Background: an optimization exercise with open tools, aiming at small area. Do not read the settings as production practice.
The RTL was checked by simulation tests, not by an equivalence proof against the original design.
No activity file was given, so power comes from the tool's default toggle rates.

==> trial 75: inputs <==
## ws2812_top
module ws2812_top(input clk, input reset, input spi_valid, input spi_data, output reg led);
	localparam D = 24;           
	localparam NL = 63;          
	localparam QD = 23;          
	reg [4:0] ph;
	always @(posedge clk)
		if (reset || ph == D-1) ph <= 0;
		else ph <= ph + 1'b1;
	reg [9:0] writeCount;
	reg spiFinished;
	reg pend;                    
	reg running;
	reg resCounting;
	wire swcond = ~running & ~resCounting & spiFinished & ~pend;
	wire accept = spi_valid & (~spiFinished | pend);
	wire wcLast = (writeCount == 10'd767);
	always @(posedge clk) begin
		if (reset) begin
			writeCount <= 0;
			spiFinished <= 0;
			pend <= 0;
		end else begin
			if (spi_valid) begin
				if (wcLast) begin
					if (pend) begin
						writeCount <= 1;
						spiFinished <= 0;
					end else
						spiFinished <= 1;
				end else begin
					writeCount <= writeCount + 1'b1;
					spiFinished <= 0;
				end
			end
			if (swcond)
				pend <= 1;
			else if (spi_valid & ~wcLast)
				pend <= 0;
		end
	end
	reg [QD-1:0] q;
	reg [4:0] qc;
	reg [4:0] cs;
	reg [5:0] cl;
	wire atc = (ph == cs);
	wire qne = (qc != 0);
	wire commit = atc & (qne | accept);
	wire shin = accept & ~(atc & ~qne);
	wire pop = atc & qne;
	wire cdata = qne ? q[qc-1'b1] : spi_data;
	always @(posedge clk)
		if (shin) q <= {q[QD-2:0], spi_data};
	always @(posedge clk) begin
		if (reset) begin
			qc <= 0;
			cs <= 0;
			cl <= 0;
		end else begin
			if (shin & ~pop) qc <= qc + 1'b1;
			else if (pop & ~shin) qc <= qc - 1'b1;
			if (commit) begin
				if (cs == D-1) begin
					cs <= 0;
					cl <= (cl == NL-1) ? 6'd0 : cl + 1'b1;
				end else
					cs <= cs + 1'b1;
			end
		end
	end
	reg [NL-1:0] ring [0:D-1];
	wire [NL-1:0] tap = ring[D-1];
	integer i;
	always @(posedge clk) begin
		for (i = D-1; i > 0; i = i - 1)
			ring[i] <= ring[i-1];
	end
	genvar g;
	generate for (g = 0; g < NL; g = g + 1) begin : lane
		always @(posedge clk)
  ...
==> module ws2812_top, before the edit <==
module ws2812_top(input clk, input reset, input spi_valid, input spi_data, output reg led);
	localparam D = 24;           
	localparam NL = 63;          
	localparam QD = 23;          
	reg [4:0] ph;
	always @(posedge clk)
		if (reset || ph == D-1) ph <= 0;
		else ph <= ph + 1'b1;
	reg [9:0] writeCount;
	reg spiFinished;
	reg pend;                    
	reg running;
	reg resCounting;
	wire swcond = ~running & ~resCounting & spiFinished & ~pend;
	wire accept = spi_valid & (~spiFinished | pend);
	wire wcLast = (writeCount == 10'd767);
	always @(posedge clk) begin
		if (reset) begin
			writeCount <= 0;
			spiFinished <= 0;
			pend <= 0;
		end else begin
			if (spi_valid) begin
				if (wcLast) begin
					if (pend) begin
						writeCount <= 1;
						spiFinished <= 0;
					end else
						spiFinished <= 1;
				end else begin
					writeCount <= writeCount + 1'b1;
					spiFinished <= 0;
				end
			end
			if (swcond)
				pend <= 1;
			else if (spi_valid & ~wcLast)
				pend <= 0;
		end
	end
	reg [QD-1:0] q;
	reg [4:0] qc;
	reg [4:0] cs;
	reg [5:0] cl;
	wire atc = (ph == cs);
	wire qne = (qc != 0);
	wire commit = atc & (qne | accept);
	wire shin = accept & ~(atc & ~qne);
	wire pop = atc & qne;
	wire cdata = qne ? q[qc-1'b1] : spi_data;
	always @(posedge clk)
		if (shin) q <= {q[QD-2:0], spi_data};
	always @(posedge clk) begin
		if (reset) begin
			qc <= 0;
			cs <= 0;
			cl <= 0;
		end else begin
			if (shin & ~pop) qc <= qc + 1'b1;
			else if (pop & ~shin) qc <= qc - 1'b1;
			if (commit) begin
				if (cs == D-1) begin
					cs <= 0;
					cl <= (cl == NL-1) ? 6'd0 : cl + 1'b1;
				end else
					cs <= cs + 1'b1;
			end
		end
	end
	reg [NL-1:0] ring [0:D-1];
	wire [NL-1:0] tap = ring[D-1];
	integer i;
	always @(posedge clk) begin
		for (i = D-1; i > 0; i = i - 1)
			ring[i] <= ring[i-1];
	end
	genvar g;
	generate for (g = 0; g < NL; g = g + 1) begin : lane
		always @(posedge clk)
			ring[0][g] <= (commit && cl == g) ? cdata : tap[g];
	end endgenerate
	reg [4:0] count;
	reg [4:0] rs;
	reg [5:0] rl;
	reg [4:0] rk;
	reg x;
	reg d;
	wire use8 = running & (count == 8);
	wire rwrap = use8 & (rs == D-1);
	wire lastBit = (rs == 0) & (rk == 0);
	wire gapCarry = resCounting & (count == 5'd31);
	wire finish = gapCarry & x & (rk == 5'd31);
	always @(posedge clk)
		if (ph == rs) d <= tap[rl];
	always @(posedge clk) begin
		if (reset) begin
			rs <= 0;
			rl <= 0;
		end else if (use8) begin
			if (rs == D-1) begin
				rs <= 0;
				rl <= (rl == NL-1) ? 6'd0 : rl + 1'b1;
			end else
				rs <= rs + 1'b1;
		end
	end
	always @(posedge clk) begin
		if (reset) begin
			rk <= 0;
			x <= 0;
		end else begin
			if (rwrap | gapCarry)
				rk <= rk + 1'b1;
			if (gapCarry & (rk == 5'd31))
				x <= ~x;
		end
	end
	always @(posedge clk) begin
		if (reset)
			count <= 0;
		else if (swcond)
			count <= 5'd31;
		else if (running & (count == 24))
			count <= 0;
		else if (running | resCounting)
			count <= count + 1'b1;
	end
	always @(posedge clk) begin
		if (reset) begin
			running <= 0;
			resCounting <= 0;
		end else begin
			if (swcond)
				running <= 1;
			else if (running) begin
				if (lastBit && count == 24) begin
					running <= 0;
					resCounting <= 1;
				end
			end else if (finish)
				resCounting <= 0;
		end
	end
	always @(posedge clk) begin
		if (reset || ~running)
			led <= 0;
		else if (count == 0)
			led <= 1;
		else if ((count == 8 && ~d) || count == 16)
			led <= 0;
	end
endmodule
export LEC_CHECK = 0
export CAP_MARGIN = 20
export CORE_MARGIN = 2
export CORE_UTILIZATION = 65
export CTS_BUF_LIST = sky130_fd_sc_hd__clkbuf_8
export CTS_CLUSTER_DIAMETER = 40
export CTS_CLUSTER_SIZE = 20
export PLACE_DENSITY = 0.8
export SLEW_MARGIN = 20
create_clock -name core_clock -period 48.9 [get_ports {clk}]
run.sh (not shown) runs the stock make flow with config.mk's settings and CLKGATE_MAP_FILE= SYNTH_SCRIPT=/design/flow/synth_recipe.tcl, a recipe that flattens the netlist after the stock synthesis.
==> build 9 (differences from trial 75) <==
ABC_CLOCK_PERIOD_IN_PS = 48900   (was unset)
CORE_UTILIZATION = 45   (was 65)
CTS_BUF_LIST = unset   (was sky130_fd_sc_hd__clkbuf_8)
CTS_CLUSTER_DIAMETER = 100   (was 40)
CTS_CLUSTER_SIZE = 30   (was 20)
PLACE_DENSITY = 0.6   (was 0.8)
==> trial 51 (differences from trial 75) <==
--- a/flow/design.v
+++ b/flow/design.v
@@ -5,7 +5,7 @@
 	reg [4:0] ph;
 	always @(posedge clk)
 		if (reset || ph == D-1) ph <= 0;
-		else ph <= ph + 1'b1;
+		else ph <= (ph ^ {&ph[3:0], &ph[2:0], &ph[1:0], ph[0], 1'b1});
 	reg [9:0] writeCount;
 	reg spiFinished;
 	reg pend;                    
@@ -28,7 +28,7 @@
 					end else
 						spiFinished <= 1;
 				end else begin
-					writeCount <= writeCount + 1'b1;
+					writeCount <= (writeCount ^ {&writeCount[8:0], &writeCount[7:0], &writeCount[6:0], &writeCount[5:0], &writeCount[4:0], &writeCount[3:0], &writeCount[2:0], &writeCount[1:0], writeCount[0], 1'b1});
 					spiFinished <= 0;
 				end
 			end
@@ -41,44 +41,39 @@
 	reg [QD-1:0] q;
 	reg [4:0] qc;
 	reg [4:0] cs;
-	reg [5:0] cl;
 	wire atc = (ph == cs);
 	wire qne = (qc != 0);
 	wire commit = atc & (qne | accept);
 	wire shin = accept & ~(atc & ~qne);
 	wire pop = atc & qne;
-	wire cdata = qne ? q[qc-1'b1] : spi_data;
+	wire [31:0] qx = {{(32-QD){1'b0}}, q};     
+	wire cdata = qne ? qx[(qc ^ {~|qc[3:0], ~|qc[2:0], ~|qc[1:0], ~qc[0], 1'b1})] : spi_data;
 	always @(posedge clk)
 		if (shin) q <= {q[QD-2:0], spi_data};
 	always @(posedge clk) begin
 		if (reset) begin
 			qc <= 0;
 			cs <= 0;
-			cl <= 0;
 		end else begin
-			if (shin & ~pop) qc <= qc + 1'b1;
-			else if (pop & ~shin) qc <= qc - 1'b1;
-			if (commit) begin
-				if (cs == D-1) begin
-					cs <= 0;
-					cl <= (cl == NL-1) ? 6'd0 : cl + 1'b1;
-				end else
-					cs <= cs + 1'b1;
-			end
+			if (shin & ~pop) qc <= (qc ^ {&qc[3:0], &qc[2:0], &qc[1:0], qc[0], 1'b1});
+			else if (pop & ~shin) qc <= (qc ^ {~|qc[3:0], ~|qc[2:0], ~|qc[1:0], ~qc[0], 1'b1});
+			if (commit)
+				cs <= (cs == D-1) ? 5'd0 : (cs ^ {&cs[3:0], &cs[2:0], &cs[1:0], cs[0], 1'b1});
 		end
 	end
 	reg [NL-1:0] ring [0:D-1];
 	wire [NL-1:0] tap = ring[D-1];
+	wire [63:0] tapx = {{(64-NL){1'b0}}, tap};   
+	reg rpar;
+	always @(posedge clk)
+		if (reset) rpar <= 0;
+		else if (ph == D-1) rpar <= ~rpar;
 	integer i;
 	always @(posedge clk) begin
 		for (i = D-1; i > 0; i = i - 1)
 			ring[i] <= ring[i-1];
+		ring[0] <= ~(commit ? {tap[NL-2:0], cdata ^ rpar} : tap);
 	end
-	genvar g;
-	generate for (g = 0; g < NL; g = g + 1) begin : lane
-		always @(posedge clk)
-			ring[0][g] <= (commit && cl == g) ? cdata : tap[g];
-	end endgenerate
 	reg [4:0] count;
 	reg [4:0] rs;
 	reg [5:0] rl;
@@ -91,17 +86,19 @@
 	wire gapCarry = resCounting & (count == 5'd31);
 	wire finish = gapCarry & x & (rk == 5'd31);
 	always @(posedge clk)
-		if (ph == rs) d <= tap[rl];
+		if (ph == rs) d <= tapx[rl] ^ rpar;
+	wire [4:0] rsn = (rs == D-1) ? 5'd0 : (rs ^ {&rs[3:0], &rs[2:0], &rs[1:0], rs[0], 1'b1});
 	always @(posedge clk) begin
 		if (reset) begin
 			rs <= 0;
-			rl <= 0;
-		end else if (use8) begin
-			if (rs == D-1) begin
-				rs <= 0;
-				rl <= (rl == NL-1) ? 6'd0 : rl + 1'b1;
-			end else
-				rs <= rs + 1'b1;
+			rl <= 6'h3F;
+		end else begin
+			if (use8)
+				rs <= rsn;
+			if (commit & ~use8 & (cs == rs))
+				rl <= (rl ^ {&rl[4:0], &rl[3:0], &rl[2:0], &rl[1:0], rl[0], 1'b1});
+			else if (use8 & ~commit & (rsn == cs))
+				rl <= (rl ^ {~|rl[4:0], ~|rl[3:0], ~|rl[2:0], ~|rl[1:0], ~rl[0], 1'b1});
 		end
 	end
 	always @(posedge clk) begin
@@ -110,7 +107,7 @@
 			x <= 0;
 		end else begin
 			if (rwrap | gapCarry)
-				rk <= rk + 1'b1;
+				rk <= (rk ^ {&rk[3:0], &rk[2:0], &rk[1:0], rk[0], 1'b1});
 			if (gapCarry & (rk == 5'd31))
 				x <= ~x;
 		end
@@ -123,7 +120,7 @@
 		else if (running & (count == 24))
 			count <= 0;
 		else if (running | resCounting)
-			count <= count + 1'b1;
+			count <= (count ^ {&count[3:0], &count[2:0], &count[1:0], count[0], 1'b1});
 	end
 	always @(posedge clk) begin
 		if (reset) begin
==> flow/flow/run.sh (new file) <==
#!/bin/bash
# The standard layout (standard.sh, all ORFS steps to finish) with one change:
# ABC maps the logic with an area-oriented script (flow/abc.script) in place
# of ORFS's abc_speed.script. Everything else, including the register mapping,
# is ORFS's own, from an unmodified copy of its scripts folder.
set -euo pipefail
here=$(pwd)
rm -rf "$here/scripts"
cp -r "$FLOW_HOME/scripts" "$here/scripts"
cp "$here/flow/abc.script" "$here/scripts/abc_speed.script"
bash standard.sh SCRIPTS_DIR="$here/scripts" finish > "$here/orfs_flow.log" 2>&1
==> flow/flow/abc.script (new file) <==
strash
&get -n
&st
&syn3
&dch
&put
amap
topo
==> flow/standard.sh (new file) <==
#!/bin/bash
# synth_recipe.tcl (not shown) runs the flow's synth.tcl, then flattens the netlist and writes it again
# the make line also repeats each setting of config.mk as NAME=value (left out here)
make -C /OpenROAD-flow-scripts/flow DESIGN_CONFIG=/design/flow/config.mk WORK_HOME=/design/flow/orfs CLKGATE_MAP_FILE= SYNTH_SCRIPT=/design/flow/synth_recipe.tcl "${@:-finish}"
CORE_UTILIZATION = 55   (was 65)
CTS_CLUSTER_DIAMETER = 60   (was 40)
PLACE_DENSITY = 0.7   (was 0.8)
removed: flow/run.sh
==> trial 62 (differences from trial 75) <==
--- a/flow/design.v
+++ b/flow/design.v
@@ -5,7 +5,7 @@
 	reg [4:0] ph;
 	always @(posedge clk)
 		if (reset || ph == D-1) ph <= 0;
-		else ph <= ph + 1'b1;
+		else ph <= (ph ^ {&ph[3:0], &ph[2:0], &ph[1:0], ph[0], 1'b1});
 	reg [9:0] writeCount;
 	reg spiFinished;
 	reg pend;                    
@@ -28,7 +28,7 @@
 					end else
 						spiFinished <= 1;
 				end else begin
-					writeCount <= writeCount + 1'b1;
+					writeCount <= (writeCount ^ {&writeCount[8:0], &writeCount[7:0], &writeCount[6:0], &writeCount[5:0], &writeCount[4:0], &writeCount[3:0], &writeCount[2:0], &writeCount[1:0], writeCount[0], 1'b1});
 					spiFinished <= 0;
 				end
 			end
@@ -41,30 +41,23 @@
 	reg [QD-1:0] q;
 	reg [4:0] qc;
 	reg [4:0] cs;
-	reg [5:0] cl;
 	wire atc = (ph == cs);
 	wire qne = (qc != 0);
 	wire commit = atc & (qne | accept);
 	wire shin = accept & ~(atc & ~qne);
 	wire pop = atc & qne;
-	wire cdata = qne ? q[qc-1'b1] : spi_data;
+	wire cdata = qne ? q[(qc ^ {~|qc[3:0], ~|qc[2:0], ~|qc[1:0], ~qc[0], 1'b1})] : spi_data;
 	always @(posedge clk)
 		if (shin) q <= {q[QD-2:0], spi_data};
 	always @(posedge clk) begin
 		if (reset) begin
 			qc <= 0;
 			cs <= 0;
-			cl <= 0;
 		end else begin
-			if (shin & ~pop) qc <= qc + 1'b1;
-			else if (pop & ~shin) qc <= qc - 1'b1;
-			if (commit) begin
-				if (cs == D-1) begin
-					cs <= 0;
-					cl <= (cl == NL-1) ? 6'd0 : cl + 1'b1;
-				end else
-					cs <= cs + 1'b1;
-			end
+			if (shin & ~pop) qc <= (qc ^ {&qc[3:0], &qc[2:0], &qc[1:0], qc[0], 1'b1});
+			else if (pop & ~shin) qc <= (qc ^ {~|qc[3:0], ~|qc[2:0], ~|qc[1:0], ~qc[0], 1'b1});
+			if (commit)
+				cs <= (cs == D-1) ? 5'd0 : (cs ^ {&cs[3:0], &cs[2:0], &cs[1:0], cs[0], 1'b1});
 		end
 	end
 	reg [NL-1:0] ring [0:D-1];
@@ -73,12 +66,8 @@
 	always @(posedge clk) begin
 		for (i = D-1; i > 0; i = i - 1)
 			ring[i] <= ring[i-1];
+		ring[0] <= commit ? {tap[NL-2:0], cdata} : tap;
 	end
-	genvar g;
-	generate for (g = 0; g < NL; g = g + 1) begin : lane
-		always @(posedge clk)
-			ring[0][g] <= (commit && cl == g) ? cdata : tap[g];
-	end endgenerate
 	reg [4:0] count;
 	reg [4:0] rs;
 	reg [5:0] rl;
@@ -92,16 +81,18 @@
 	wire finish = gapCarry & x & (rk == 5'd31);
 	always @(posedge clk)
 		if (ph == rs) d <= tap[rl];
+	wire [4:0] rsn = (rs == D-1) ? 5'd0 : (rs ^ {&rs[3:0], &rs[2:0], &rs[1:0], rs[0], 1'b1});
 	always @(posedge clk) begin
 		if (reset) begin
 			rs <= 0;
-			rl <= 0;
-		end else if (use8) begin
-			if (rs == D-1) begin
-				rs <= 0;
-				rl <= (rl == NL-1) ? 6'd0 : rl + 1'b1;
-			end else
-				rs <= rs + 1'b1;
+			rl <= 6'h3F;
+		end else begin
+			if (use8)
+				rs <= rsn;
+			if (commit & ~use8 & (cs == rs))
+				rl <= (rl ^ {&rl[4:0], &rl[3:0], &rl[2:0], &rl[1:0], rl[0], 1'b1});
+			else if (use8 & ~commit & (rsn == cs))
+				rl <= (rl ^ {~|rl[4:0], ~|rl[3:0], ~|rl[2:0], ~|rl[1:0], ~rl[0], 1'b1});
 		end
 	end
 	always @(posedge clk) begin
@@ -110,7 +101,7 @@
 			x <= 0;
 		end else begin
 			if (rwrap | gapCarry)
-				rk <= rk + 1'b1;
+				rk <= (rk ^ {&rk[3:0], &rk[2:0], &rk[1:0], rk[0], 1'b1});
 			if (gapCarry & (rk == 5'd31))
 				x <= ~x;
 		end
@@ -123,7 +114,7 @@
 		else if (running & (count == 24))
 			count <= 0;
 		else if (running | resCounting)
-			count <= count + 1'b1;
+			count <= (count ^ {&count[3:0], &count[2:0], &count[1:0], count[0], 1'b1});
 	end
 	always @(posedge clk) begin
 		if (reset) begin
==> flow/flow/run.sh (new file) <==
#!/bin/bash
# The standard layout (standard.sh, all ORFS steps to finish) with one change:
# ABC maps the logic with an area-oriented script (flow/abc.script) in place
# of ORFS's abc_speed.script. Everything else, including the register mapping,
# is ORFS's own, from an unmodified copy of its scripts folder.
set -euo pipefail
here=$(pwd)
rm -rf "$here/scripts"
cp -r "$FLOW_HOME/scripts" "$here/scripts"
cp "$here/flow/abc.script" "$here/scripts/abc_speed.script"
bash standard.sh SCRIPTS_DIR="$here/scripts" finish > "$here/orfs_flow.log" 2>&1
==> flow/flow/abc.script (new file) <==
strash
&get -n
&st
&syn3
&dch
&put
amap
topo
==> flow/standard.sh (new file) <==
#!/bin/bash
# synth_recipe.tcl (not shown) runs the flow's synth.tcl, then flattens the netlist and writes it again
# the make line also repeats each setting of config.mk as NAME=value (left out here)
make -C /OpenROAD-flow-scripts/flow DESIGN_CONFIG=/design/flow/config.mk WORK_HOME=/design/flow/orfs CLKGATE_MAP_FILE= SYNTH_SCRIPT=/design/flow/synth_recipe.tcl "${@:-finish}"
CORE_UTILIZATION = 55   (was 65)
CTS_BUF_LIST = unset   (was sky130_fd_sc_hd__clkbuf_8)
CTS_CLUSTER_DIAMETER = 80   (was 40)
CTS_CLUSTER_SIZE = 32   (was 20)
PLACE_DENSITY = 0.7   (was 0.8)
removed: flow/run.sh
==> results.yml <==
power:
  p_int_mw: 2.016
routing:
  drt_iter0_markers: 854
  wl_met2_um: 17970
yosys:
  syn_nets: 2058
  muxShareOfSynthArea_pct: 0
  synth_cell_types: 36
cells_and_area:
  final_cell_area_um2: 37320
  multi_input_area_um2: 2469
  final_nets: 2161
  non_clock_buffer_count: 10
  mostFrequentLayoutCells: "dfxtp_1, clkbuf_8, o22ai_1"
place:
  placedCellCount: 2886
status:
  outcome: "complete, no violations"
clocking:
  clk_pin_slew_ns: 0.12
the above is filed under trial 51

==> results.yml <==
yosys:
  muxShareOfSynthArea_pct: 4.286
  syn_nets: 2162
  synth_cell_types: 63
routing:
  wl_met2_um: 24750
  drt_iter0_markers: 851
status:
  outcome: "complete, no violations"
cells_and_area:
  final_nets: 2255
  non_clock_buffer_count: 7
  multi_input_area_um2: 3879
  mostFrequentLayoutCells: "dfxtp_1, clkbuf_8, nor2_1"
  final_cell_area_um2: 40010
clocking:
  clk_pin_slew_ns: 0.11
place:
  placedCellCount: 2860
the above is filed under trial 75

==> results.yml <==
routing:
  drt_iter0_markers: 995
  wl_met2_um: 18660
cells_and_area:
  final_cell_area_um2: 37570
  non_clock_buffer_count: 12
  final_nets: 2176
clocking:
  clk_pin_slew_ns: 0.12
yosys:
  syn_nets: 2106
  synth_cell_types: 38
  muxShareOfSynthArea_pct: 0
status:
  outcome: "complete, no violations"
the above is filed under trial 62

==> results.yml <==
yosys:
  synth_cell_types: 63
  muxShareOfSynthArea_pct: 4.286
  syn_nets: 2162
clocking:
  clk_pin_slew_ns: 0.12
cells_and_area:
  multi_input_area_um2: 3895
  mostFrequentLayoutCells: "dfxtp_1, nor2_1, clkbuf_16"
  final_nets: 2196
power:
  p_int_mw: 1.575
routing:
  wl_met2_um: 18250
status:
  outcome: "complete, no violations"
the above is filed under build 9

-- afterwards: timing with drivers on the ports --
Ports are ideal in the flow. The routed layouts listed here were re-timed in OpenROAD.
Step 1 (the two cells are an assumption about what drives the block):
set clk [get_ports {clk}]
set_driving_cell -lib_cell sky130_fd_sc_hd__clkbuf_16 $clk
set_driving_cell -lib_cell sky130_fd_sc_hd__buf_2 [delete_from_list [all_inputs] $clk]
Step 2 moves the port delays by t, midway between the first and last clock arrival at a register: inputs arrive t later, outputs are due t later. That takes back most of the time a late clock gives input paths.
a / b / c = ideal / step 1 / step 2; a / b = the first two.
| run | shift t [ns] | setup WS [ns] | worst setup path at the end | latest minus earliest clock arrival (ns) | slew at the worst register clock pin (ns) |
|---|---|---|---|---|---|
| trial 75 | 0.782 | 36.576 / 36.609 / 35.828 | input to register | 0.045 / 0.045 | 0.11 / 0.11 |
| build 9 | 0.703 | 36.684 / 36.723 / 36.020 | input to register | 0.026 / 0.026 | 0.12 / 0.12 |
| trial 51 | 0.737 | 36.221 / 36.247 / 35.510 | input to register | 0.053 / 0.052 | 0.12 / 0.12 |
| trial 62 | 0.699 | 35.996 / 36.026 / 35.328 | input to register | 0.035 / 0.035 | 0.12 / 0.12 |
After both steps setup and hold are still met in every run listed. The setup slack of trial 75, which loses most, moves by +0.033 ns with the drivers and by -0.748 ns with both steps.
